Background: an optimization exercise with open tools, aiming at small area. Do not read the settings as production practice.
Function was checked by simulation only, so behaviour that the tests miss may differ from the original.
No driver is modelled on the clock port, so clocking that relies on it looks cheaper here than on a real chip.
Power figures rest on the tool's default switching activity, not on a simulated workload.

## v32
==> flow/design.v <==
module project2(dip,btn,clk,rst,anodes,cathodes,leds);
input [4:0] dip;
input [3:0] btn;
input clk;
input rst;
output [3:0] anodes;
output [6:0] cathodes;
output [7:0] leds;
reg [12:0] c1;     
reg [6:0] c2;      
reg sc1, sc2;      
reg unl, pau;      
reg [1:0] seg;     
reg [3:0] r0, r1, r2;   
reg [1:0] r3;
reg [3:0] flag;    
reg [4:0] rem;     
reg [12:0] t;      
reg led;           
reg [1:0] dm;      
reg [1:0] ds;      
wire [12:0] c1_d, t_d;
wire [6:0] c2_d;
wire sc1_d, sc2_d, unl_d, pau_d, led_d;
wire [1:0] seg_d, r3_d, dm_d, ds_d;
wire [3:0] r0_d, r1_d, r2_d, flag_d;
wire [4:0] rem_d;
always @(posedge clk) begin
	c1 <= c1_d;
	c2 <= c2_d;
	sc1 <= sc1_d;
	sc2 <= sc2_d;
	unl <= unl_d;
	pau <= pau_d;
	seg <= seg_d;
	r0 <= r0_d;
	r1 <= r1_d;
	r2 <= r2_d;
	r3 <= r3_d;
	flag <= flag_d;
	rem <= rem_d;
	t <= t_d;
	led <= led_d;
	dm <= dm_d;
	ds <= ds_d;
end
wire w1 = ((c1 & 13'b1111011111111) == (13'd3083 & 13'b1111011111111));
wire w2 = ((c2 & 7'b1011110) == (7'd116 & 7'b1011110));
wire tick1 = w1 & ~sc1;   
wire tick2 = w2 & ~sc2;   
wire clr1 = rst | w1;
wire clr2 = rst | w2;
assign c1_d = ~({13{clr1}} | {c1[11:0], ~(c1[12] ^ c1[7] ^ c1[6])});
assign c2_d = ~({7{clr2}} | {c2[5:0], c2[6] ^ c2[0]});
assign sc1_d = ~rst & (sc1 ^ w1);
assign sc2_d = ~rst & (sc2 ^ w2);
wire loc = ~unl & ~pau;
wire [1:0] segn = seg + 2'd1;
wire texp = ((t & 13'b1101111011101) == (13'd2528 & 13'b1101111011101));
wire pexp = ((t & 13'b0001101111111) == (13'd3764 & 13'b0001101111111));
wire [12:0] tstep = ~{t[11:0], t[12] ^ t[5]};
wire valid = (dip[3:0] == 4'b0001) | (dip[3:0] == 4'b0010) |
             (dip[3:0] == 4'b0100) | (dip[3:0] == 4'b1000);
wire [3:0] nw = valid ? (btn & ~flag) : 4'd0;
wire [2:0] np = nw[0] + nw[1] + nw[2] + nw[3];
wire [5:0] remd = {1'b0, rem} - {3'b000, np};
wire over = remd[5];
wire [3:0] rsel = ({4{dip[0]}} & r0) | ({4{dip[1]}} & r1) |
                  ({4{dip[2]}} & r2) | ({4{dip[3]}} & {2'b00, r3});
wire [4:0] diff = {1'b0, rsel} - {1'b0, nw};
wire dead = r0[3] & (r0[2] | r0[1]);
wire deadn = dead | diff[4];
wire unlock = ~deadn & (diff[3:0] == 4'd0) &
              (dip[0] | (r0 == 4'd0)) & (dip[1] | (r1 == 4'd0)) &
              (dip[2] | (r2 == 4'd0)) & (dip[3] | (r3 == 2'd0));
wire fpn = (t != 13'd0) | (nw != 4'd0);
wire lt = tick2 & loc;
wire lstay = lt & ~texp & ~over & ~unlock;
wire uu = tick2 & unl;
wire pt = tick2 & pau;
wire clrd = rst | ~loc;
wire upd = tick2 & valid;
assign r0_d = clrd ? 4'd9 : (upd & deadn) ? 4'd15 : (upd & dip[0]) ? diff[3:0] : r0;
assign r1_d = clrd ? 4'd8 : (upd & dip[1]) ? diff[3:0] : r1;
assign r2_d = clrd ? 4'd8 : (upd & dip[2]) ? diff[3:0] : r2;
assign r3_d = clrd ? 2'd3 : (upd & dip[3]) ? diff[1:0] : r3;
assign flag_d = clrd ? 4'd0 : upd ? btn : flag;
assign rem_d = clrd ? 5'd20 : upd ? remd[4:0] : rem;
assign unl_d = ~rst & ((unl & ~(uu & dip[4])) | (lt & ~texp & ~over & unlock));
assign pau_d = ~rst & ((pau & ~(pt & pexp)) | (lt & (texp | over)));
assign seg_d = rst ? 2'd0 : tick2 ? segn : seg;
assign t_d = rst ? 13'd0 :
             lt ? ((texp | over | unlock) ? 13'd0 : fpn ? tstep : t) :
             pt ? (pexp ? 13'd0 : tstep) : t;
assign led_d = rst ? 1'b0 : tick1 ? (unl & ~led) : led;
assign dm_d = rst ? 2'd0 : lstay ? 2'd0 : (uu & ~dip[4]) ? 2'd1 : pt ? 2'd2 : dm;
assign ds_d = rst ? 2'd0 : (lstay | (uu & ~dip[4]) | pt) ? segn : ds;
wire [10:0] dl = (ds == 2'd0) ? {4'b1111, 7'b1111111} :   
                 (ds == 2'd1) ? {4'b1101, 7'b1000110} :   
                 (ds == 2'd2) ? {4'b1011, 7'b1000000} :   
                                {4'b0111, 7'b1000111};    
wire [10:0] du = (ds == 2'd0) ? {4'b1110, 7'b1000110} :   
                 (ds == 2'd1) ? {4'b1101, 7'b1000111} :   
                 (ds == 2'd2) ? {4'b1011, 7'b0101011} :   
                                {4'b0111, 7'b1000001};    
wire [10:0] dp = (ds == 2'd0) ? {4'b1110, 7'b0010010} :   
                 (ds == 2'd1) ? {4'b1101, 7'b1000001} :   
                 (ds == 2'd2) ? {4'b1011, 7'b0001000} :   
                                {4'b0111, 7'b0001100};    
wire [10:0] disp = dm[1] ? dp : dm[0] ? du : dl;
assign anodes = disp[10:7];
assign cathodes = disp[6:0];
assign leds = {8{led}};
endmodule
==> flow/config.mk <==
export PLATFORM = sky130hd
export DESIGN_NAME = project2
export DESIGN_NICKNAME = project2
export VERILOG_FILES = /design/flow/design.v
export SDC_FILE = /design/flow/constraint.sdc
export NUM_CORES = 4
export LEC_CHECK = 0
export CAP_MARGIN = 20
export CORE_MARGIN = 2
export CORE_UTILIZATION = 70
export PLACE_DENSITY = 0.8
export SLEW_MARGIN = 20
==> flow/constraint.sdc <==
create_clock -name core_clock -period 12.0 [get_ports {clk}]
set_input_delay 2.4000 -clock core_clock [delete_from_list [all_inputs] [get_ports {clk}]]
set_output_delay 2.4000 -clock core_clock [all_outputs]
set_load 0.01 [all_outputs]
standard.sh (not shown) runs the stock make flow with config.mk's settings and CLKGATE_MAP_FILE= SYNTH_SCRIPT=/design/flow/synth_recipe.tcl, a recipe that flattens the netlist after the stock synthesis.
==> flow/flow/run.sh <==
#!/bin/bash
# Own layout flow: the standard ORFS flow (standard.sh) with
#  - the logic between the registers mapped by area-oriented ABC scripts
#    (flow/area*.abc): four synthesis runs in parallel, each trying its share
#    of the scripts and keeping its smallest result (flow/own_abc.tcl); the
#    smallest of the four goes on to the layout. No separate full/half-adder
#    cell mapping. The registers come out of the standard synthesis unchanged;
#  - minimum-size buffers on the input and output ports;
#  - a clock tree of clkbuf_4 cells without dummy balancing loads, with any
#    leaf that drives its flip-flops too slowly made a clkbuf_8
#    (flow/post_cts.tcl).
# The ORFS logs stay under orfs/logs (and orfs_N/logs for the synthesis
# runs); make's own output goes to synth_N.log and flow_make.log.
set -euo pipefail
here=$(pwd)
flowdir=$here/flow
cat > "$here/own_synth.tcl" <<EOT
source $flowdir/own_abc.tcl
source $here/synth_recipe.tcl
EOT
sed "s#SYNTH_SCRIPT=[^ ]*#SYNTH_SCRIPT=$here/own_synth.tcl#" standard.sh > own_standard.sh
args=(ADDER_MAP_FILE=
  "BUFFER_PORTS_ARGS=-buffer_cell sky130_fd_sc_hd__buf_1"
  "CTS_ARGS=-sink_clustering_enable -repair_clock_nets -dont_use_dummy_load -buf_list {sky130_fd_sc_hd__clkbuf_4}"
  "POST_CTS_TCL=$flowdir/post_cts.tcl")
scripts=("$flowdir"/area*.abc)
pids=()
for k in 0 1 2 3; do
  mine=""
  for i in "${!scripts[@]}"; do
    if (( i % 4 == k )); then mine="$mine ${scripts[$i]}"; fi
  done
  mkdir -p "$here/synth_$k"
  sed "s#WORK_HOME=[^ ]*#WORK_HOME=$here/orfs_$k#" own_standard.sh > "own_standard_$k.sh"
  OWN_ABC_SCRIPTS="$mine" OWN_LOG_DIR="$here/synth_$k" \
    bash "own_standard_$k.sh" "${args[@]}" synth > "synth_$k.log" 2>&1 &
  pids+=($!)
done
for p in "${pids[@]}"; do wait "$p" || true; done
best=""; best_area=""
for k in 0 1 2 3; do
  f="$here/orfs_$k/reports/sky130hd/project2/base/synth_stat.txt"
  [[ -f $f ]] || continue
  a=$(sed -n 's/.*Chip area for module[^:]*: *\([0-9.]*\).*/\1/p' "$f" | head -1)
  echo "synthesis run $k: area $a"
  if [[ -z $best ]] || awk -v a="$a" -v b="$best_area" 'BEGIN{exit !(a < b)}'; then
    best=$k; best_area=$a
  fi
done
echo "using synthesis run $best (area $best_area)"
if [[ -n $best ]]; then
  mkdir -p orfs
  cp -a "orfs_$best"/. orfs/
fi
export OWN_ABC_SCRIPTS="${scripts[*]}"
export OWN_LOG_DIR="$here"
bash own_standard.sh "${args[@]}" finish > flow_make.log 2>&1
Other scripts of this flow, unchanged in this note and not shown: flow/flow/area0.abc, flow/flow/area1.abc, flow/flow/area10.abc, flow/flow/area11.abc, flow/flow/area12.abc, flow/flow/area13.abc, flow/flow/area2.abc, flow/flow/area3.abc, flow/flow/area4.abc, flow/flow/area5.abc, flow/flow/area6.abc, flow/flow/area7.abc, flow/flow/area8.abc, flow/flow/area9.abc, flow/flow/own_abc.tcl, flow/flow/post_cts.tcl, flow/flow/upsize_clk.tcl
v32 finished every step from synthesis to the final layout, and the layout passed the timing, design-rule and antenna checks.
diff inputs: v32 => v7
--- a/flow/design.v
+++ b/flow/design.v
@@ -13,7 +13,7 @@
 reg [1:0] seg;     
 reg [3:0] r0, r1, r2;   
 reg [1:0] r3;
-reg [3:0] flag;    
+reg [3:0] rel;     
 reg [4:0] rem;     
 reg [12:0] t;      
 reg led;           
@@ -23,7 +23,7 @@
 wire [6:0] c2_d;
 wire sc1_d, sc2_d, unl_d, pau_d, led_d;
 wire [1:0] seg_d, r3_d, dm_d, ds_d;
-wire [3:0] r0_d, r1_d, r2_d, flag_d;
+wire [3:0] r0_d, r1_d, r2_d, rel_d;
 wire [4:0] rem_d;
 always @(posedge clk) begin
 	c1 <= c1_d;
@@ -37,7 +37,7 @@
 	r1 <= r1_d;
 	r2 <= r2_d;
 	r3 <= r3_d;
-	flag <= flag_d;
+	rel <= rel_d;
 	rem <= rem_d;
 	t <= t_d;
 	led <= led_d;
@@ -56,12 +56,12 @@
 assign sc2_d = ~rst & (sc2 ^ w2);
 wire loc = ~unl & ~pau;
 wire [1:0] segn = seg + 2'd1;
-wire texp = ((t & 13'b1101111011101) == (13'd2528 & 13'b1101111011101));
-wire pexp = ((t & 13'b0001101111111) == (13'd3764 & 13'b0001101111111));
-wire [12:0] tstep = ~{t[11:0], t[12] ^ t[5]};
+wire texp = ((t & 13'b1110111111001) == (13'd2367 & 13'b1110111111001));
+wire pexp = ((t & 13'b0011101101111) == (13'd1824 & 13'b0011101101111));
+wire [12:0] tstep = {t[11:0], ~(t[12] ^ t[8])};
 wire valid = (dip[3:0] == 4'b0001) | (dip[3:0] == 4'b0010) |
              (dip[3:0] == 4'b0100) | (dip[3:0] == 4'b1000);
-wire [3:0] nw = valid ? (btn & ~flag) : 4'd0;
+wire [3:0] nw = valid ? (btn & rel) : 4'd0;
 wire [2:0] np = nw[0] + nw[1] + nw[2] + nw[3];
 wire [5:0] remd = {1'b0, rem} - {3'b000, np};
 wire over = remd[5];
@@ -84,7 +84,7 @@
 assign r1_d = clrd ? 4'd8 : (upd & dip[1]) ? diff[3:0] : r1;
 assign r2_d = clrd ? 4'd8 : (upd & dip[2]) ? diff[3:0] : r2;
 assign r3_d = clrd ? 2'd3 : (upd & dip[3]) ? diff[1:0] : r3;
-assign flag_d = clrd ? 4'd0 : upd ? btn : flag;
+assign rel_d = clrd ? 4'b1111 : upd ? ~btn : rel;
 assign rem_d = clrd ? 5'd20 : upd ? remd[4:0] : rem;
 assign unl_d = ~rst & ((unl & ~(uu & dip[4])) | (lt & ~texp & ~over & unlock));
 assign pau_d = ~rst & ((pau & ~(pt & pexp)) | (lt & (texp | over)));
==> comparison <==
- [compare] base=v32 new=v7: final period demand of the worst path saw an increase; count of placed standard cells in the final layout, fillers left out lower.
- Of v7 and v32, the higher total power belongs to v32.
- v7 vs v32: global placement routability congestion down
- Relative to v32, final cycle utilization of the critical path has gone up in v7.
- v7 reports a lower non-clock buffer area fraction after layout than v32 does.
- Side by side, initial standard-cell utilization of the core turned out lower in v7 than in v32.

========
project2, a different RTL version from the one above (not shown whole).
Size in the first run: ~67 flip-flops, roughly 30 I/O pins, ~0.0027 mm^2 of cells after synthesis.
==> module project2, before the edit <==
module project2(dip,btn,clk,rst,anodes,cathodes,leds);
input [4:0] dip;
input [3:0] btn;
input clk;
input rst;
output [3:0] anodes;
output [6:0] cathodes;
output [7:0] leds;
reg [12:0] c1;     
reg [6:0] c2;      
reg sc1, sc2;      
reg unl, pau;      
reg [1:0] seg;     
reg [3:0] r0, r1, r2;   
reg [1:0] r3;
reg [3:0] rel;     
reg [4:0] rem;     
reg [12:0] t;      
reg led;           
reg [1:0] dm;      
reg [1:0] ds;      
wire [12:0] c1_d, t_d;
wire [6:0] c2_d;
wire sc1_d, sc2_d, unl_d, pau_d, led_d;
wire [1:0] seg_d, r3_d, dm_d, ds_d;
wire [3:0] r0_d, r1_d, r2_d, rel_d;
wire [4:0] rem_d;
always @(posedge clk) begin
	c1 <= c1_d;
	c2 <= c2_d;
	sc1 <= sc1_d;
	sc2 <= sc2_d;
	unl <= unl_d;
	pau <= pau_d;
	seg <= seg_d;
	r0 <= r0_d;
	r1 <= r1_d;
	r2 <= r2_d;
	r3 <= r3_d;
	rel <= rel_d;
	rem <= rem_d;
	t <= t_d;
	led <= led_d;
	dm <= dm_d;
	ds <= ds_d;
end
wire w1 = ((c1 & 13'b1111011111111) == (13'd3083 & 13'b1111011111111));
wire w2 = ((c2 & 7'b1011110) == (7'd116 & 7'b1011110));
wire tick1 = w1 & ~sc1;   
wire tick2 = w2 & ~sc2;   
wire clr1 = rst | w1;
wire clr2 = rst | w2;
assign c1_d = ~({13{clr1}} | {c1[11:0], ~(c1[12] ^ c1[7] ^ c1[6])});
assign c2_d = ~({7{clr2}} | {c2[5:0], c2[6] ^ c2[0]});
assign sc1_d = ~rst & (sc1 ^ w1);
assign sc2_d = ~rst & (sc2 ^ w2);
wire loc = ~unl & ~pau;
wire [1:0] segn = seg + 2'd1;
wire texp = ((t & 13'b1110111111001) == (13'd2367 & 13'b1110111111001));
wire pexp = ((t & 13'b0011101101111) == (13'd1824 & 13'b0011101101111));
wire [12:0] tstep = {t[11:0], ~(t[12] ^ t[8])};
wire valid = (dip[3:0] == 4'b0001) | (dip[3:0] == 4'b0010) |
             (dip[3:0] == 4'b0100) | (dip[3:0] == 4'b1000);
wire upd = tick2 & valid;
wire [3:0] nw = upd ? (btn & rel) : 4'd0;
wire [2:0] np = nw[0] + nw[1] + nw[2] + nw[3];
wire [5:0] remd = {1'b0, rem} - {3'b000, np};
wire over = remd[5];
wire [3:0] rsel = ({4{dip[0]}} & r0) | ({4{dip[1]}} & r1) |
                  ({4{dip[2]}} & r2) | ({4{dip[3]}} & {2'b00, r3});
wire [4:0] diff = {1'b0, rsel} - {1'b0, nw};
wire dead = r0[3] & (r0[2] | r0[1]);
wire deadn = dead | diff[4];
wire unlock = ~deadn & (diff[3:0] == 4'd0) &
              (dip[0] | (r0 == 4'd0)) & (dip[1] | (r1 == 4'd0)) &
              (dip[2] | (r2 == 4'd0)) & (dip[3] | (r3 == 2'd0));
wire fpn = ~(rem[4] & rem[2]) | (nw != 4'd0);
wire lt = tick2 & loc;
wire lstay = lt & ~texp & ~over & ~unlock;
wire uu = tick2 & unl;
wire pt = tick2 & pau;
wire clrd = rst | ~loc;
assign r0_d = clrd ? 4'd9 : (valid & deadn) ? 4'd15 : (valid & dip[0]) ? diff[3:0] : r0;
assign r1_d = clrd ? 4'd8 : (valid & dip[1]) ? diff[3:0] : r1;
assign r2_d = clrd ? 4'd8 : (valid & dip[2]) ? diff[3:0] : r2;
assign r3_d = clrd ? 2'd3 : (valid & dip[3]) ? diff[1:0] : r3;
assign rel_d = clrd ? 4'b1111 : upd ? ~btn : rel;
assign rem_d = clrd ? 5'd20 : remd[4:0];
assign unl_d = ~rst & ((unl & ~(uu & dip[4])) | (lt & ~texp & ~over & unlock));
assign pau_d = ~rst & ((pau & ~(pt & pexp)) | (lt & (texp | over)));
assign seg_d = rst ? 2'd0 : tick2 ? segn : seg;
assign t_d = rst ? 13'd0 :
             lt ? ((texp | over | unlock) ? 13'd0 : fpn ? tstep : t) :
             pt ? (pexp ? 13'd0 : tstep) : t;
assign led_d = rst ? 1'b0 : tick1 ? (unl & ~led) : led;
assign dm_d = rst ? 2'd0 : lstay ? 2'd0 : (uu & ~dip[4]) ? 2'd1 : pt ? 2'd2 : dm;
assign ds_d = rst ? 2'd0 : (lstay | (uu & ~dip[4]) | pt) ? segn : ds;
wire [10:0] dl = (ds == 2'd0) ? {4'b1111, 7'b1111111} :   
                 (ds == 2'd1) ? {4'b1101, 7'b1000110} :   
                 (ds == 2'd2) ? {4'b1011, 7'b1000000} :   
                                {4'b0111, 7'b1000111};    
wire [10:0] du = (ds == 2'd0) ? {4'b1110, 7'b1000110} :   
                 (ds == 2'd1) ? {4'b1101, 7'b1000111} :   
                 (ds == 2'd2) ? {4'b1011, 7'b0101011} :   
                                {4'b0111, 7'b1000001};    
wire [10:0] dp = (ds == 2'd0) ? {4'b1110, 7'b0010010} :   
                 (ds == 2'd1) ? {4'b1101, 7'b1000001} :   
                 (ds == 2'd2) ? {4'b1011, 7'b0001000} :   
                                {4'b0111, 7'b0001100};    
wire [10:0] disp = dm[1] ? dp : dm[0] ? du : dl;
assign anodes = disp[10:7];
assign cathodes = disp[6:0];
assign leds = {8{led}};
endmodule
Settings: LEC_CHECK=0, CAP_MARGIN=20, CORE_MARGIN=2, CORE_UTILIZATION=70, PLACE_DENSITY=0.8, SLEW_MARGIN=20; clock period 12.0 ns.
Scripts as last shown in full above: flow/flow/run.sh
Other scripts of this flow, unchanged in this note and not shown: flow/flow/area0.abc, flow/flow/area1.abc, flow/flow/area10.abc, flow/flow/area11.abc, flow/flow/area12.abc, flow/flow/area13.abc, flow/flow/area2.abc, flow/flow/area3.abc, flow/flow/area4.abc, flow/flow/area5.abc, flow/flow/area6.abc, flow/flow/area7.abc, flow/flow/area8.abc, flow/flow/area9.abc, flow/flow/own_abc.tcl, flow/flow/post_cts.tcl, flow/flow/upsize_clk.tcl
==> next run, changes <==
--- a/flow/design.v
+++ b/flow/design.v
@@ -62,6 +62,5 @@
 wire valid = (dip[3:0] == 4'b0001) | (dip[3:0] == 4'b0010) |
              (dip[3:0] == 4'b0100) | (dip[3:0] == 4'b1000);
-wire upd = tick2 & valid;
-wire [3:0] nw = upd ? (btn & rel) : 4'd0;
+wire [3:0] nw = valid ? (btn & rel) : 4'd0;
 wire [2:0] np = nw[0] + nw[1] + nw[2] + nw[3];
 wire [5:0] remd = {1'b0, rem} - {3'b000, np};
@@ -81,10 +80,11 @@
 wire pt = tick2 & pau;
 wire clrd = rst | ~loc;
-assign r0_d = clrd ? 4'd9 : (valid & deadn) ? 4'd15 : (valid & dip[0]) ? diff[3:0] : r0;
-assign r1_d = clrd ? 4'd8 : (valid & dip[1]) ? diff[3:0] : r1;
-assign r2_d = clrd ? 4'd8 : (valid & dip[2]) ? diff[3:0] : r2;
-assign r3_d = clrd ? 2'd3 : (valid & dip[3]) ? diff[1:0] : r3;
+wire upd = tick2 & valid;
+assign r0_d = clrd ? 4'd9 : (upd & deadn) ? 4'd15 : (upd & dip[0]) ? diff[3:0] : r0;
+assign r1_d = clrd ? 4'd8 : (upd & dip[1]) ? diff[3:0] : r1;
+assign r2_d = clrd ? 4'd8 : (upd & dip[2]) ? diff[3:0] : r2;
+assign r3_d = clrd ? 2'd3 : (upd & dip[3]) ? diff[1:0] : r3;
 assign rel_d = clrd ? 4'b1111 : upd ? ~btn : rel;
-assign rem_d = clrd ? 5'd20 : remd[4:0];
+assign rem_d = clrd ? 5'd20 : upd ? remd[4:0] : rem;
 assign unl_d = ~rst & ((unl & ~(uu & dip[4])) | (lt & ~texp & ~over & unlock));
 assign pau_d = ~rst & ((pau & ~(pt & pexp)) | (lt & (texp | over)));
What happened: The changed run finished clean. Core utilization grows by 0.24 points. Clock skew grows by 0.0054 ns. Sequential power is about the same. Total power shrinks slightly. Fmax grows by roughly a tenth. Die area hardly moves. Sequential share of layout area shrinks by 0.14 points. Count of clock-buffer cells in the layout is unchanged.

-- re-timing with driven ports --
The flow's constraints put no driver on any port. The routed layouts listed below were extracted and timed again, unchanged, in two steps.
Step 1, drivers: a clkbuf_16 drives clk and a buf_2 each remaining input, both assumed.
Step 2 times the ports against the registers' clock, not the clock port: input delays grow and output delays shrink by t, the midpoint of the rising clock arrivals with the driver on.
a / b / c = no drivers / after step 1 / after step 2; a / b = the first two.
run | t (ns) | slack for setup (ns) | hold slack, ns | worst slew at a driven data input, ns
v32 | 0.421 | 6.331 / 6.334 / 5.913 | 0.387 / 0.387 / 0.387 | 0.03
v7 | 0.415 | 5.955 / 5.957 / 5.541 | 0.388 / 0.388 / 0.388 | 0.03
the first run of note 2 | 0.423 | 5.589 / 5.595 / 5.172 | 0.402 / 0.402 / 0.402 | 0.04
the second run of note 2 | 0.401 | 6.139 / 6.141 / 5.739 | 0.389 / 0.389 / 0.389 | 0.03
After both steps every run listed still meets setup and hold. For v32, which loses most, drivers alone change the setup slack by +0.003 ns; drivers and shift together by -0.418 ns.
